Background: an optimization exercise with open tools, aiming at small area, a short achievable clock period and few clock cycles per item. Do not read the settings as production practice. At most, simulation tests tie the RTL to the original design; equivalence was not proved. Power and IR drop assume default switching activity.

Setup of P:
Design Log2, start of the top module:
module Log2(
  input clk,
  input reset,
  input h,
  output reg flag,
  input [7:0] in,
  output reg [7:0] out
);
For scale: roughly 10 flip-flops, ~20 I/O pins.
Settings: LEC_CHECK=0, CAP_MARGIN=20, CORE_MARGIN=2, CORE_UTILIZATION=40, SLEW_MARGIN=20; clock period 10.0 ns.
standard.sh (not shown) runs the stock make flow with config.mk's settings and CLKGATE_MAP_FILE= SYNTH_SCRIPT=/design/flow/synth_recipe.tcl, a recipe that flattens the netlist after the stock synthesis.
==> flow/flow/run.sh <==
#!/bin/bash
# Standard ORFS layout with these changes:
#  - synthesis maps the logic with the ABC script in flow/abc_area.script
#    (same synthesis script otherwise, so registers keep their names and types);
#  - port buffers are sky130_fd_sc_hd__buf_2 instead of the default delay buffer;
#  - extra make settings: 
set -euo pipefail
rm -rf myscripts
cp -r "$FLOW_HOME/scripts" myscripts
cp flow/abc_area.script myscripts/abc_area.script
bash standard.sh synth ABC_AREA=1 SCRIPTS_DIR="$PWD/myscripts" > synth.log 2>&1
bash standard.sh finish  "BUFFER_PORTS_ARGS=-buffer_cell sky130_fd_sc_hd__buf_2" > layout.log 2>&1
==> flow/flow/abc_area.script <==
strash
dch
map -D 1600
topo
buffer -p
upsize -D 1600
dnsize -D 1600
Both conditions hold for P: the flow ran to the end and the final layout passed the timing, design-rule and antenna checks.
Testbench counts of P, summed over its fixed seeds: cycles 8,192, conversions 4,096.
> inputs changed (P -> S)
-- flow/flow/run.sh --
<<< P, line 5
#  - port buffers are sky130_fd_sc_hd__buf_2 instead of the default delay buffer;
#  - extra make settings: 
>>> S, line 5
#  - port buffers are sky130_fd_sc_hd__buf_1 instead of the default delay buffer;
#  - extra make settings: SETUP_SLACK_MARGIN=7.0 SETUP_MOVE_SEQUENCE=sizeup,swap
<<< P, line 12
bash standard.sh finish  "BUFFER_PORTS_ARGS=-buffer_cell sky130_fd_sc_hd__buf_2" > layout.log 2>&1
>>> S, line 12
bash standard.sh finish SETUP_SLACK_MARGIN=7.0 SETUP_MOVE_SEQUENCE=sizeup,swap "BUFFER_PORTS_ARGS=-buffer_cell sky130_fd_sc_hd__buf_1" > layout.log 2>&1
==> flow/flow/abc_area.script <==
strash
dch
map -D 1600
topo
-- flow/config.mk --
<<< P, line 9
export CORE_MARGIN = 2
export CORE_UTILIZATION = 40
>>> S, line 9
export CORE_AREA = 2.5 2.5 61.5 61.5
export DIE_AREA = 0 0 64 64
- Summary of S over P: final hold slack moved down; data-path buffer share of cell area in the final layout decreased by 2.2 points relative to the old numbers; per-cell routed wire length has increased; fmax fell by 1.8 MHz.
- Between P and S, the post-synthesis to final-layout area growth is lower for P.

---

Log2, a different RTL version from the one above (not shown whole).
Size in the first run: ~130 cells after synthesis, about 10 flip-flops, roughly 1000 um^2 of cells after synthesis.
clock: 10.0 ns
lec_check: 0
cap_margin: 20
core_margin: 2
core_utilization: 40
slew_margin: 20
==> flow/flow/run.sh <==
#!/bin/bash
# Standard ORFS layout with these changes:
#  - synthesis maps the logic with the ABC script in flow/abc_area.script
#    (same synthesis script otherwise, so registers keep their names and types);
#  - port buffers are sky130_fd_sc_hd__buf_2 instead of the default delay buffer;
#  - extra make settings: 
set -euo pipefail
rm -rf myscripts
cp -r "$FLOW_HOME/scripts" myscripts
cp flow/abc_area.script myscripts/abc_area.script
bash standard.sh synth ABC_AREA=1 SCRIPTS_DIR="$PWD/myscripts" > synth.log 2>&1
bash standard.sh finish  "BUFFER_PORTS_ARGS=-buffer_cell sky130_fd_sc_hd__buf_2" > layout.log 2>&1
==> flow/flow/abc_area.script <==
strash
dch
map -D 2000
topo
upsize -D 2000
dnsize -D 2000
The baseline finished clean.
Edit:
==> flow/flow/run.sh (replaced) <==
#!/bin/bash
# Standard ORFS layout with these changes:
#  - synthesis maps the logic with the ABC script in flow/abc_area.script;
#  - port buffers are sky130_fd_sc_hd__buf_2 instead of the default delay buffer;
#  - extra make settings: SETUP_SLACK_MARGIN=7.1 SETUP_MOVE_SEQUENCE=sizeup,swap
set -euo pipefail
rm -rf myscripts
cp -r "$FLOW_HOME/scripts" myscripts
cp flow/abc_area.script myscripts/abc_area.script
bash standard.sh synth ABC_AREA=1 SCRIPTS_DIR="$PWD/myscripts" > synth.log 2>&1
bash standard.sh finish SETUP_SLACK_MARGIN=7.1 SETUP_MOVE_SEQUENCE=sizeup,swap "BUFFER_PORTS_ARGS=-buffer_cell sky130_fd_sc_hd__buf_2" > layout.log 2>&1
==> flow/flow/abc_area.script (replaced) <==
strash
dch
map -D 2000
topo
The new run finished clean.
Global-route usage went up by 1.9 points.
Count of clock-buffer cells in the layout went up by 1.
Sequential power is about the same.
Routed wire length went up by 5.6%.
Final area went up by 6.4%.
Utilization went up by 8.7 points.
Via count went up by 2.1%.
No functional check of the RTL was part of any run of this note.

---

Log2, a different RTL version from the one above (not shown whole).
For scale: roughly 130 cells after synthesis, about 10 flip-flops, ~940 um^2 of cells after synthesis.
Settings: LEC_CHECK=0, CAP_MARGIN=20, CORE_AREA=2.5 2.5 61.5 61.5, DIE_AREA=0 0 64 64, SLEW_MARGIN=20; clock period 10.0 ns.
==> flow/flow/run.sh <==
#!/bin/bash
# Standard ORFS layout with these changes:
#  - synthesis maps the logic with the ABC script in flow/abc_area.script
#    (same synthesis script otherwise, so registers keep their names and types);
#  - port buffers are sky130_fd_sc_hd__buf_1 instead of the default delay buffer;
#  - extra make settings: 
set -euo pipefail
rm -rf myscripts
cp -r "$FLOW_HOME/scripts" myscripts
cp flow/abc_area.script myscripts/abc_area.script
bash standard.sh synth ABC_AREA=1 SCRIPTS_DIR="$PWD/myscripts" > synth.log 2>&1
bash standard.sh finish "CTS_ARGS=-sink_clustering_enable -sink_clustering_size 20 -sink_clustering_max_diameter 200 -dont_use_dummy_load -repair_clock_nets"  "BUFFER_PORTS_ARGS=-buffer_cell sky130_fd_sc_hd__buf_1" > layout.log 2>&1
==> flow/flow/abc_area.script <==
strash
dch
map -D 1900
topo
upsize -D 1900
dnsize -D 1900
The starting point ran to the end with no violations.
Testbench counts at the start, summed over its fixed seeds: cycles 8,192, conversions 4,096.
Rerun with:
--- a/flow/flow/run.sh
+++ b/flow/flow/run.sh
@@ -11,2 +11,2 @@
 bash standard.sh synth ABC_AREA=1 SCRIPTS_DIR="$PWD/myscripts" > synth.log 2>&1
-bash standard.sh finish "CTS_ARGS=-sink_clustering_enable -sink_clustering_size 20 -sink_clustering_max_diameter 200 -dont_use_dummy_load -repair_clock_nets"  "BUFFER_PORTS_ARGS=-buffer_cell sky130_fd_sc_hd__buf_1" > layout.log 2>&1
+bash standard.sh finish SETUP_SLACK_MARGIN=6.95 SETUP_MOVE_SEQUENCE=sizeup,swap "CTS_ARGS=-sink_clustering_enable -sink_clustering_size 20 -sink_clustering_max_diameter 200 -dont_use_dummy_load -repair_clock_nets"  "BUFFER_PORTS_ARGS=-buffer_cell sky130_fd_sc_hd__buf_1" > layout.log 2>&1
==> flow/flow/abc_area.script (replaced) <==
strash
dch
map -D 1800
topo
upsize -D 1800
dnsize -D 1800
Result: Setup slack got worse by 36 ps; via count went up by 2.2%; register-to-register slack improved by 20 ps; wire length went up by 10%; non-clock buffer count does not change; synthesized cell count went up by 1.6%.
Rerun with:
--- a/flow/flow/run.sh
+++ b/flow/flow/run.sh
@@ -11,2 +11,2 @@
 bash standard.sh synth ABC_AREA=1 SCRIPTS_DIR="$PWD/myscripts" > synth.log 2>&1
-bash standard.sh finish SETUP_SLACK_MARGIN=6.95 SETUP_MOVE_SEQUENCE=sizeup,swap "CTS_ARGS=-sink_clustering_enable -sink_clustering_size 20 -sink_clustering_max_diameter 200 -dont_use_dummy_load -repair_clock_nets"  "BUFFER_PORTS_ARGS=-buffer_cell sky130_fd_sc_hd__buf_1" > layout.log 2>&1
+bash standard.sh finish "CTS_ARGS=-root_buf sky130_fd_sc_hd__clkbuf_8 -buf_list sky130_fd_sc_hd__clkbuf_8 -dont_use_dummy_load -repair_clock_nets"  "BUFFER_PORTS_ARGS=-buffer_cell sky130_fd_sc_hd__buf_1" > layout.log 2>&1
Outcome: Synthesized area does not change. Count of clock-buffer cells in the layout is unchanged. Die area does not change.
Rerun with:
--- a/flow/flow/run.sh
+++ b/flow/flow/run.sh
@@ -11,2 +11,2 @@
 bash standard.sh synth ABC_AREA=1 SCRIPTS_DIR="$PWD/myscripts" > synth.log 2>&1
-bash standard.sh finish "CTS_ARGS=-root_buf sky130_fd_sc_hd__clkbuf_8 -buf_list sky130_fd_sc_hd__clkbuf_8 -dont_use_dummy_load -repair_clock_nets"  "BUFFER_PORTS_ARGS=-buffer_cell sky130_fd_sc_hd__buf_1" > layout.log 2>&1
+bash standard.sh finish "CTS_ARGS=-sink_clustering_enable -sink_clustering_size 20 -sink_clustering_max_diameter 200 -dont_use_dummy_load -repair_clock_nets"  "BUFFER_PORTS_ARGS=-buffer_cell sky130_fd_sc_hd__buf_1" > layout.log 2>&1
--- a/flow/config.mk
+++ b/flow/config.mk
@@ -10,2 +10,2 @@
 export DIE_AREA = 0 0 64 64
-export SLEW_MARGIN = 20
+export SLEW_MARGIN = 80
Effect:
- The changed run completed with no timing, DRC or antenna violations
- clock power went down by about 35%
- worst setup slack gets worse by 170 ps
- total power went down by about 1.1%
- utilization went up by 1.9 points
Rerun with:
--- a/flow/config.mk
+++ b/flow/config.mk
@@ -10,2 +10,2 @@
 export DIE_AREA = 0 0 64 64
-export SLEW_MARGIN = 80
+export SLEW_MARGIN = 20
Outcome: The changed run ran to the end with no violations; worst setup slack improves by 180 ps; count of clock-buffer cells in the layout is unchanged; core utilization came out lower by 2.4 points.
Rerun with:
--- a/flow/flow/run.sh
+++ b/flow/flow/run.sh
@@ -10,3 +10,3 @@
 cp flow/abc_area.script myscripts/abc_area.script
-bash standard.sh synth ABC_AREA=1 SCRIPTS_DIR="$PWD/myscripts" > synth.log 2>&1
+bash standard.sh synth ABC_AREA=1 ABC_LOAD_IN_FF=12 SCRIPTS_DIR="$PWD/myscripts" > synth.log 2>&1
 bash standard.sh finish "CTS_ARGS=-sink_clustering_enable -sink_clustering_size 20 -sink_clustering_max_diameter 200 -dont_use_dummy_load -repair_clock_nets"  "BUFFER_PORTS_ARGS=-buffer_cell sky130_fd_sc_hd__buf_1" > layout.log 2>&1
Total power increases by about 1.3%.
Final area rises by about 2.1%.
Die area stays the same.
Fmax fell by 1.3%.
Synthesized cell count stays the same.
Sequential share of layout area is lower by 0.58 points.

[static timing again, ports no longer ideal]
In the flow no input, the clock included, has a driving cell. The finished layouts below were timed again as built, in two steps.
Step 1, drivers: a clkbuf_16 drives clk and a buf_2 each remaining input, both assumed.
Step 2, shift: input delay + t, output delay - t, t = (earliest + latest rising clock arrival at the registers) / 2. This alone moves slack from input paths to output paths.
a / b / c = no drivers / after step 1 / after step 2; a / b = the first two.
run | t, ns | setup WS [ns] | worst setup path at the end
P | 0.270 | 7.043 / 7.027 / 7.078 | register to register
S | 0.285 | 7.027 / 7.007 / 7.169 | register to register
the first run of note 2 | 0.272 | 5.609 / 5.609 / 5.609 | register to register
the second run of note 2 | 0.278 | 6.053 / 6.053 / 6.053 | register to register
the first run of note 3 | 0.280 | 6.977 / 6.958 / 7.012 | register to register
the second run of note 3 | 0.269 | 6.941 / 6.924 / 7.035 | register to register
the third run of note 3 | 0.253 | 6.998 / 6.998 / 6.998 | register to register
the fourth run of note 3 | 0.274 | 6.824 / 6.806 / 6.910 | register to register
the fifth run of note 3 | 0.272 | 7.004 / 6.988 / 7.004 | register to register
the sixth run of note 3 | 0.273 | 6.964 / 6.944 / 7.028 | register to register
After both steps setup and hold are still met in every run listed.
